This is an optimization exercise on Yosys and OpenROAD, whose aim is small area, a short achievable clock period and few clock cycles per item, not a production implementation. Where RTL was checked, it was by simulation tests only, not by an equivalence proof against the original.

// tv_div
module tv_div (
    input  logic        clk,
    input  logic        rst_n,
    input  logic        start,          
    input  logic        op_unsigned,    
    input  logic        op_rem,         
    input  logic [31:0] dividend,
    input  logic [31:0] divisor,
    output logic        busy,
    output logic        result_valid,
    output logic [31:0] result
);
Size: about 2500 cells after synthesis, about 100 I/O pins, roughly 0.014 mm2 of cells after synthesis.
clock: 7.5 ns
lec_check: 0
abc_area: 1
cap_margin: 20
core_margin: 2
core_utilization: 60
place_density: 0.7
setup_slack_margin: 3.0
slew_margin: 20
standard.sh (not shown) runs the stock make flow with config.mk's settings and CLKGATE_MAP_FILE= SYNTH_SCRIPT=/design/flow/synth_recipe.tcl, a recipe that flattens the netlist after the stock synthesis.
==> flow/flow/run.sh <==
#!/bin/bash
# The standard layout, with the port buffers made of plain buffers (buf_2) instead of the
# default delay-buffer cell, and the resizer free to pick any cell footprint.
set -euo pipefail
bash standard.sh BUFFER_PORTS_ARGS="-buffer_cell sky130_fd_sc_hd__buf_2" MATCH_CELL_FOOTPRINT=0 finish > make_finish.log 2>&1
The starting point went through all stages and came out clean.
Testbench counts at the start, summed over its fixed seeds: cycles 10,373, divides 2,400.
Rerun with:
==> flow/run.sh (new file) <==
#!/bin/bash
# synth_recipe.tcl (not shown) runs the flow's synth.tcl, then flattens the netlist and writes it again
# the make line also repeats each setting of config.mk as NAME=value (left out here)
make -C /OpenROAD-flow-scripts/flow DESIGN_CONFIG=/design/flow/config.mk WORK_HOME=/design/flow/orfs CLKGATE_MAP_FILE= SYNTH_SCRIPT=/design/flow/synth_recipe.tcl finish
- CORE_UTILIZATION: 60 -> 40
- PLACE_DENSITY: 0.7 -> unset
- SETUP_SLACK_MARGIN: 3.0 -> 3.5
removed: flow/flow/run.sh
removed: flow/standard.sh
=> The new run passed the timing, DRC and antenna checks; worst setup slack is better by 0.097 ns; count of clock-buffer cells in the layout rises by 1; via count climbs slightly; synthesized area is unchanged.
Rerun with:
- CORE_UTILIZATION: 40 -> 60
- PLACE_DENSITY: unset -> 0.7
- SETUP_SLACK_MARGIN: 3.5 -> 3.0
The new run went through all stages and came out clean.
First-iteration DRC count goes up by 74%.
Count of clock-buffer cells in the layout fell by 1.
Via count climbs by 4.1%.
Worst setup slack is worse by 0.011 ns.
Critical path depth decreases by 1.
Clock skew stays flat.
Maximum frequency barely changes.
Synthesized area does not change.
Rerun with:
==> flow/flow/run.sh (new file) <==
#!/bin/bash
# The standard layout, with the port buffers made of plain buffers (buf_2) instead of the
# default delay-buffer cell, and the resizer free to pick any cell footprint.
set -euo pipefail
bash standard.sh BUFFER_PORTS_ARGS="-buffer_cell sky130_fd_sc_hd__buf_2" MATCH_CELL_FOOTPRINT=0 finish > make_finish.log 2>&1
==> flow/standard.sh (new file) <==
#!/bin/bash
# synth_recipe.tcl (not shown) runs the flow's synth.tcl, then flattens the netlist and writes it again
# the make line also repeats each setting of config.mk as NAME=value (left out here)
make -C /OpenROAD-flow-scripts/flow DESIGN_CONFIG=/design/flow/config.mk WORK_HOME=/design/flow/orfs CLKGATE_MAP_FILE= SYNTH_SCRIPT=/design/flow/synth_recipe.tcl "${@:-finish}"
- CORE_UTILIZATION: 60 -> 40
- PLACE_DENSITY: 0.7 -> unset
- TNS_END_PERCENT: unset -> 10
removed: flow/run.sh
Effect: The changed run completed without violations; clock-buffer cell count grows by 1; worst setup slack improves by 0.10 ns; via count came out lower by about 9%; critical path depth came out lower by 13; clock skew went up by 0.0051 ns.

========
## indigo
Another version of the RTL of tv_div (not shown whole).
Size: about 2100 cells after synthesis, about 110 flip-flops, ~100 I/O pins.
// tv_div
module tv_div (
    input  logic        clk,
    input  logic        rst_n,
    input  logic        start,          
    input  logic        op_unsigned,    
    input  logic        op_rem,         
    input  logic [31:0] dividend,
    input  logic [31:0] divisor,
    output logic        busy,
    output logic        result_valid,
    output logic [31:0] result
);
Settings: LEC_CHECK=0, ABC_AREA=1, CAP_MARGIN=20, CORE_MARGIN=2, CORE_UTILIZATION=40, GPL_ROUTABILITY_DRIVEN=0, PLACE_DENSITY=0.5, SETUP_SLACK_MARGIN=2.5, SLEW_MARGIN=20; clock period 7.5 ns.
==> flow/flow/run.sh <==
#!/bin/bash
# The standard layout, with the port buffers made of plain buffers (buf_1) instead of the
# default delay-buffer cell, and the resizer free to pick any cell footprint.
set -euo pipefail
bash standard.sh BUFFER_PORTS_ARGS="-buffer_cell sky130_fd_sc_hd__buf_1" MATCH_CELL_FOOTPRINT=0 finish > make_finish.log 2>&1
indigo | status: complete | timing, DRC, antenna: pass
Testbench counts of indigo, summed over its fixed seeds: cycles 10,379, divides 2,400.
diff inputs: indigo => nickel
- PLACE_DENSITY: 0.5 -> unset
- SETUP_SLACK_MARGIN: 2.5 -> 2.8
==> flow/flow/run.sh <==
#!/bin/bash
# The standard layout, with the port buffers made of plain buffers (buf_2) instead of the
# default delay-buffer cell, and the resizer free to pick any cell footprint.
set -euo pipefail
bash standard.sh BUFFER_PORTS_ARGS="-buffer_cell sky130_fd_sc_hd__buf_2" MATCH_CELL_FOOTPRINT=0 finish > make_finish.log 2>&1
nickel: no failed stages, no open violations at the end. The final reports for nickel and indigo show combined global-route utilization of all metal layers lower in the former. Re count of clock buffers in the final design: indigo was lower than nickel.
#### Input delta (fjord over nickel)
- SETUP_SLACK_MARGIN now 2.5, was 2.8
- CORE_UTILIZATION now 50, was 40
==> flow/flow/run.sh <==
#!/bin/bash
# The standard layout, with the port buffers made of plain buffers (buf_1) instead of the
# default delay-buffer cell, and the resizer free to pick any cell footprint.
set -euo pipefail
bash standard.sh BUFFER_PORTS_ARGS="-buffer_cell sky130_fd_sc_hd__buf_1" MATCH_CELL_FOOTPRINT=0 finish > make_finish.log 2>&1
--- outcome ---
- fjord reports its capture point of the worst path as r[29] while nickel reports r[31].
- When the final numbers for fjord and nickel were put side by side, the share of final layout cell area taken by non-clock buffers turned out to be greater in nickel.
- [fjord vs nickel] total instance count after detailed placement: lower in fjord
- Detailed route, fjord vs nickel: via total lower for fjord

========
Starting RTL as in the previous note.
export LEC_CHECK = 0
export CAP_MARGIN = 20
export CORE_MARGIN = 2
export CORE_UTILIZATION = 40
export GPL_ROUTABILITY_DRIVEN = 0
export SETUP_SLACK_MARGIN = 2.5
export SLEW_MARGIN = 20
create_clock -name core_clock -period 7.5 [get_ports {clk}]
==> flow/flow/run.sh <==
#!/bin/bash
# The standard layout, with the port buffers made of plain buffers (buf_1) instead of the
# default delay-buffer cell, and the resizer free to pick any cell footprint.
set -euo pipefail
bash standard.sh BUFFER_PORTS_ARGS="-buffer_cell sky130_fd_sc_hd__buf_1" MATCH_CELL_FOOTPRINT=0 finish > make_finish.log 2>&1
Testbench counts at the start, summed over its fixed seeds: cycles 10,379, divides 2,400.
Next try:
==> flow/flow/run.sh (replaced) <==
#!/bin/bash
# The standard layout, with the port buffers made of plain buffers (buf_2) instead of the
# default delay-buffer cell, and the resizer free to pick any cell footprint.
set -euo pipefail
bash standard.sh BUFFER_PORTS_ARGS="-buffer_cell sky130_fd_sc_hd__buf_2" MATCH_CELL_FOOTPRINT=0 finish > make_finish.log 2>&1
ABC_AREA = 1   (was not set)
Final area falls by 5.8%.
Synthesized cell count rises by 28%.
Worst hold slack gains 0.014 ns.
Setup slack gains 1.0 ns.

========
tv_div again, from the RTL that the note above started with.
export LEC_CHECK = 0
export ABC_AREA = 1
export CAP_MARGIN = 20
export CORE_MARGIN = 2
export CORE_UTILIZATION = 40
export GPL_ROUTABILITY_DRIVEN = 0
export GPL_TIMING_DRIVEN = 0
export SETUP_SLACK_MARGIN = 2.5
export SLEW_MARGIN = 20
create_clock -name core_clock -period 7.5 [get_ports {clk}]
==> flow/flow/run.sh <==
#!/bin/bash
# The standard layout, with the port buffers made of plain buffers (buf_2) instead of the
# default delay-buffer cell, and the resizer free to pick any cell footprint.
set -euo pipefail
bash standard.sh BUFFER_PORTS_ARGS="-buffer_cell sky130_fd_sc_hd__buf_2" MATCH_CELL_FOOTPRINT=0 finish > make_finish.log 2>&1
The first run completed with no timing, DRC or antenna violations.
Testbench counts at the start, summed over its fixed seeds: cycles 10,379, divides 2,400.
Change:
==> flow/flow/run.sh (replaced) <==
#!/bin/bash
# The standard layout, with the port buffers made of plain buffers (buf_1) instead of the
# default delay-buffer cell, and the resizer free to pick any cell footprint.
set -euo pipefail
bash standard.sh BUFFER_PORTS_ARGS="-buffer_cell sky130_fd_sc_hd__buf_1" MATCH_CELL_FOOTPRINT=0 finish > make_finish.log 2>&1
--- a/flow/config.mk
+++ b/flow/config.mk
@@ -11,5 +11,4 @@
 export CORE_UTILIZATION = 40
 export GPL_ROUTABILITY_DRIVEN = 0
-export GPL_TIMING_DRIVEN = 0
 export SETUP_SLACK_MARGIN = 2.5
 export SLEW_MARGIN = 20
=> Count of clock-buffer cells in the layout goes up by 3. Hold slack is better by 0.0069 ns. Cell count goes down by a few percent. Non-clock buffer count goes down by 75. Global-route usage goes down by 1.7 points. Worst setup slack is better by 0.12 ns. Wire length goes down by a few percent. Area after synthesis stays the same.
Change:
==> flow/flow/run.sh (replaced) <==
#!/bin/bash
# The standard layout, with the port buffers made of plain buffers (buf_2) instead of the
# default delay-buffer cell, and the resizer free to pick any cell footprint.
set -euo pipefail
bash standard.sh BUFFER_PORTS_ARGS="-buffer_cell sky130_fd_sc_hd__buf_2" MATCH_CELL_FOOTPRINT=0 finish > make_finish.log 2>&1
--- a/flow/config.mk
+++ b/flow/config.mk
@@ -10,5 +10,4 @@
 export CORE_MARGIN = 2
 export CORE_UTILIZATION = 40
-export GPL_ROUTABILITY_DRIVEN = 0
 export SETUP_SLACK_MARGIN = 2.5
 export SLEW_MARGIN = 20
Clock-buffer cell count shrinks by 3.
Wire length climbs by 9.0%.
Utilization grows by 1.5 points.
Cell area grows by 3.2%.
Cell count climbs by 0.64%.
Synthesized cell count is unchanged.
Change:
==> flow/flow/run.sh (replaced) <==
#!/bin/bash
# The standard layout, with the port buffers made of plain buffers (buf_4) instead of the
# default delay-buffer cell, and the resizer free to pick any cell footprint.
set -euo pipefail
bash standard.sh BUFFER_PORTS_ARGS="-buffer_cell sky130_fd_sc_hd__buf_4" MATCH_CELL_FOOTPRINT=0 finish > make_finish.log 2>&1
--- a/flow/config.mk
+++ b/flow/config.mk
@@ -10,4 +10,4 @@
 export CORE_MARGIN = 2
 export CORE_UTILIZATION = 40
-export SETUP_SLACK_MARGIN = 2.5
+export SETUP_SLACK_MARGIN = 3.0
 export SLEW_MARGIN = 20
Die area stays the same; wire length increases by 8.7%; global-route usage increases by 1.5 points; hold slack stays flat; final area increases by 15%.

========
run H:
Another version of the RTL of tv_div (not shown whole).
Size: about 1700 cells after synthesis, about 110 flip-flops, ~100 I/O pins.
clock: 7.5 ns
lec_check: 0
cap_margin: 20
core_margin: 2
core_utilization: 40
slew_margin: 20
run.sh (not shown) runs the stock make flow with config.mk's settings and CLKGATE_MAP_FILE= SYNTH_SCRIPT=/design/flow/synth_recipe.tcl, a recipe that flattens the netlist after the stock synthesis.
Stock flow here: none of the scripts above is used.
Run H did not stop at any stage, and its layout met the timing, DRC and antenna checks.
Changes in run G relative to run H:
# run H
export LEC_CHECK = 0
export CAP_MARGIN = 20
export CORE_MARGIN = 2
export CORE_UTILIZATION = 40
export SLEW_MARGIN = 20
create_clock -name core_clock -period 7.5 [get_ports {clk}]
# run G
export LEC_CHECK = 0
export ABC_AREA = 1
export CAP_MARGIN = 20
export CORE_MARGIN = 2
export CORE_UTILIZATION = 40
export SLEW_MARGIN = 20
create_clock -name core_clock -period 7.5 [get_ports {clk}]
### Flow results
Run H has lower maximum clock rate than run G. Worst-case hold slack: run G vs run H up 0.0044 ns. Row mean area per synthesized cell: run G lower / run H higher. Of run G and run H, the run reporting the lower worst slack at placement was run H. Run H → run G: footprint of the multi-input gates rose about 5%; full die area rose about 11%; count of mapped cells out of synthesis rose about 46%.
No run of this note included a check of the RTL's function; only the layout flow was run.

========
tv_div with an RTL version that a note above also has.
Size: about 2500 cells after synthesis, ~110 flip-flops, about 100 I/O pins, about 14000 um^2 of cells after synthesis.
// tv_div
module tv_div (
    input  logic        clk,
    input  logic        rst_n,
    input  logic        start,          
    input  logic        op_unsigned,    
    input  logic        op_rem,         
    input  logic [31:0] dividend,
    input  logic [31:0] divisor,
    output logic        busy,
    output logic        result_valid,
    output logic [31:0] result
);
Settings: LEC_CHECK=0, ABC_AREA=1, CAP_MARGIN=20, CORE_MARGIN=2, CORE_UTILIZATION=40, SETUP_SLACK_MARGIN=3.0, SLEW_MARGIN=20; clock period 7.5 ns.
standard.sh (not shown) runs the stock make flow with config.mk's settings and CLKGATE_MAP_FILE= SYNTH_SCRIPT=/design/flow/synth_recipe.tcl, a recipe that flattens the netlist after the stock synthesis.
==> flow/flow/run.sh <==
#!/bin/bash
# The standard layout, with the port buffers made of plain buffers (buf_2) instead of the
# default delay-buffer cell, and the resizer free to pick any cell footprint.
set -euo pipefail
bash standard.sh BUFFER_PORTS_ARGS="-buffer_cell sky130_fd_sc_hd__buf_2" MATCH_CELL_FOOTPRINT=0 finish > make_finish.log 2>&1
Testbench counts at the start, summed over its fixed seeds: cycles 10,373, divides 2,400.
Edit:
==> flow/run.sh (new file) <==
#!/bin/bash
# synth_recipe.tcl (not shown) runs the flow's synth.tcl, then flattens the netlist and writes it again
# the make line also repeats each setting of config.mk as NAME=value (left out here)
make -C /OpenROAD-flow-scripts/flow DESIGN_CONFIG=/design/flow/config.mk WORK_HOME=/design/flow/orfs CLKGATE_MAP_FILE= SYNTH_SCRIPT=/design/flow/synth_recipe.tcl finish
--- a/flow/config.mk
+++ b/flow/config.mk
@@ -6,5 +6,4 @@
 export NUM_CORES = 4
 export LEC_CHECK = 0
-export ABC_AREA = 1
 export CAP_MARGIN = 20
 export CORE_MARGIN = 2
removed: flow/flow/run.sh
removed: flow/standard.sh
The new run completed with no timing, DRC or antenna violations.
Cell area fell by a little under a tenth.
Core utilization rose by 4.7 points.
Critical path depth fell by 4.
Setup slack got worse by 1.2 ns.
Clock skew fell by 0.0065 ns.
Via count fell by a quarter to a third.
Routed wire length fell by a quarter to a third.
Register-to-register slack got worse by 1.2 ns.
Edit:
--- a/flow/config.mk
+++ b/flow/config.mk
@@ -6,7 +6,7 @@
 export NUM_CORES = 4
 export LEC_CHECK = 0
+export ABC_AREA = 1
 export CAP_MARGIN = 20
 export CORE_MARGIN = 2
 export CORE_UTILIZATION = 40
-export SETUP_SLACK_MARGIN = 3.0
 export SLEW_MARGIN = 20
Cell area fell by about 1.6%.
Non-clock buffer count went down by 99.
Count of clock-buffer cells in the layout goes down by 2.
Area after synthesis went up by 19%.
Utilization goes down by 9.1 points.
First-iteration DRC count rises by about 15%.
Die area goes up by 18%.
Fmax came out higher by about 0.6%.
Edit:
==> flow/flow/run.sh (new file) <==
#!/bin/bash
# The standard layout, with the port buffers made of plain buffers (buf_2) instead of the
# default delay-buffer cell, and the resizer free to pick any cell footprint.
set -euo pipefail
bash standard.sh BUFFER_PORTS_ARGS="-buffer_cell sky130_fd_sc_hd__buf_2" MATCH_CELL_FOOTPRINT=0 finish > make_finish.log 2>&1
==> flow/standard.sh (new file) <==
#!/bin/bash
# synth_recipe.tcl (not shown) runs the flow's synth.tcl, then flattens the netlist and writes it again
# the make line also repeats each setting of config.mk as NAME=value (left out here)
make -C /OpenROAD-flow-scripts/flow DESIGN_CONFIG=/design/flow/config.mk WORK_HOME=/design/flow/orfs CLKGATE_MAP_FILE= SYNTH_SCRIPT=/design/flow/synth_recipe.tcl "${@:-finish}"
--- a/flow/config.mk
+++ b/flow/config.mk
@@ -10,3 +10,4 @@
 export CORE_MARGIN = 2
 export CORE_UTILIZATION = 40
+export SETUP_SLACK_MARGIN = 2.0
 export SLEW_MARGIN = 20
removed: flow/run.sh
Outcome: The changed run completed with no timing, DRC or antenna violations; worst setup slack gains 0.49 ns; maximum frequency rises by 9.4%; sequential cell count is unchanged; clock skew is about the same; area after synthesis stays the same; hold slack got worse by 0.0058 ns.
Edit:
==> flow/run.sh (new file) <==
#!/bin/bash
# synth_recipe.tcl (not shown) runs the flow's synth.tcl, then flattens the netlist and writes it again
# the make line also repeats each setting of config.mk as NAME=value (left out here)
make -C /OpenROAD-flow-scripts/flow DESIGN_CONFIG=/design/flow/config.mk WORK_HOME=/design/flow/orfs CLKGATE_MAP_FILE= SYNTH_SCRIPT=/design/flow/synth_recipe.tcl finish
--- a/flow/config.mk
+++ b/flow/config.mk
@@ -10,4 +10,4 @@
 export CORE_MARGIN = 2
 export CORE_UTILIZATION = 40
-export SETUP_SLACK_MARGIN = 2.0
+export SETUP_SLACK_MARGIN = 3.0
 export SLEW_MARGIN = 20
removed: flow/flow/run.sh
removed: flow/standard.sh
The changed run finished clean.
Sequential share of layout area came out lower by 1.9 points.
Register-to-register slack is better by 0.68 ns.
Design area came out higher by 24%.
Area after synthesis is unchanged.
Count of clock-buffer cells in the layout stays the same.
Maximum frequency came out higher by 15%.
Worst setup slack is better by 0.68 ns.
Edit:
==> flow/flow/run.sh (new file) <==
#!/bin/bash
# The standard layout, with the port buffers made of plain buffers (buf_4) instead of the
# default delay-buffer cell, and the resizer free to pick any cell footprint.
set -euo pipefail
bash standard.sh BUFFER_PORTS_ARGS="-buffer_cell sky130_fd_sc_hd__buf_4" MATCH_CELL_FOOTPRINT=0 finish > make_finish.log 2>&1
==> flow/standard.sh (new file) <==
#!/bin/bash
# synth_recipe.tcl (not shown) runs the flow's synth.tcl, then flattens the netlist and writes it again
# the make line also repeats each setting of config.mk as NAME=value (left out here)
make -C /OpenROAD-flow-scripts/flow DESIGN_CONFIG=/design/flow/config.mk WORK_HOME=/design/flow/orfs CLKGATE_MAP_FILE= SYNTH_SCRIPT=/design/flow/synth_recipe.tcl "${@:-finish}"
removed: flow/run.sh
After rerunning:
- The new run produced a clean layout
- routed wire length increases by 3.4%
- via count hardly moves
- first-iteration DRC count decreases by 16%
- synthesized area is unchanged
- setup slack gets worse by 0.031 ns
- worst hold slack gets worse by 0.0098 ns

[afterwards: timing with drivers on the ports]
Ports are ideal in the flow. The routed layouts listed here were re-timed in OpenROAD. Step 1: set_driving_cell puts a clkbuf_16 on clk and a buf_2 on each other input, an assumption about the parent block. Step 2 moves the port delays by t, midway between the first and last clock arrival at a register: inputs arrive t later, outputs are due t later. That takes back most of the time a late clock gives input paths. Slacks: ideal / step 1 / step 2; pairs: ideal / step 1.
| run | t (ns) | setup WS [ns] | worst data-port slew with drivers (ns) |
|---|---|---|---|
| the first run of note 1 | 0.417 | 2.804 / 2.804 / 2.804 | 0.05 |
| the second run of note 1 | 0.440 | 2.901 / 2.901 / 2.901 | 0.08 |
| the third run of note 1 | 0.411 | 2.890 / 2.890 / 2.890 | 0.06 |
| the fourth run of note 1 | 0.441 | 2.990 / 2.970 / 2.990 | 0.07 |
| indigo | 0.435 | 2.678 / 2.678 / 2.678 | 0.08 |
| nickel | 0.421 | 2.733 / 2.733 / 2.733 | 0.07 |
| fjord | 0.430 | 2.572 / 2.572 / 2.572 | 0.07 |
| the first run of note 3 | 0.416 | 1.557 / 1.557 / 1.557 | 0.05 |
| the second run of note 3 | 0.419 | 2.602 / 2.602 / 2.602 | 0.07 |
| the first run of note 4 | 0.409 | 2.515 / 2.515 / 2.515 | 0.04 |
| the second run of note 4 | 0.430 | 2.630 / 2.630 / 2.630 | 0.06 |
| the third run of note 4 | 0.424 | 2.617 / 2.617 / 2.617 | 0.07 |
| the fourth run of note 4 | 0.427 | 2.888 / 2.888 / 2.888 | 0.08 |
| run H | 0.413 | 0.572 / 0.572 / 0.572 | 0.04 |
| run G | 0.409 | 1.011 / 1.011 / 1.011 | 0.05 |
| the first run of note 6 | 0.442 | 3.008 / 3.008 / 3.008 | 0.07 |
| the second run of note 6 | 0.410 | 1.774 / 1.774 / 1.774 | 0.04 |
| the third run of note 6 | 0.434 | 1.806 / 1.806 / 1.806 | 0.07 |
| the fourth run of note 6 | 0.443 | 2.294 / 2.294 / 2.294 | 0.07 |
| the fifth run of note 6 | 0.435 | 2.978 / 2.978 / 2.978 | 0.07 |
| the sixth run of note 6 | 0.442 | 2.947 / 2.947 / 2.947 | 0.09 |
After both steps every run listed still meets setup and hold.
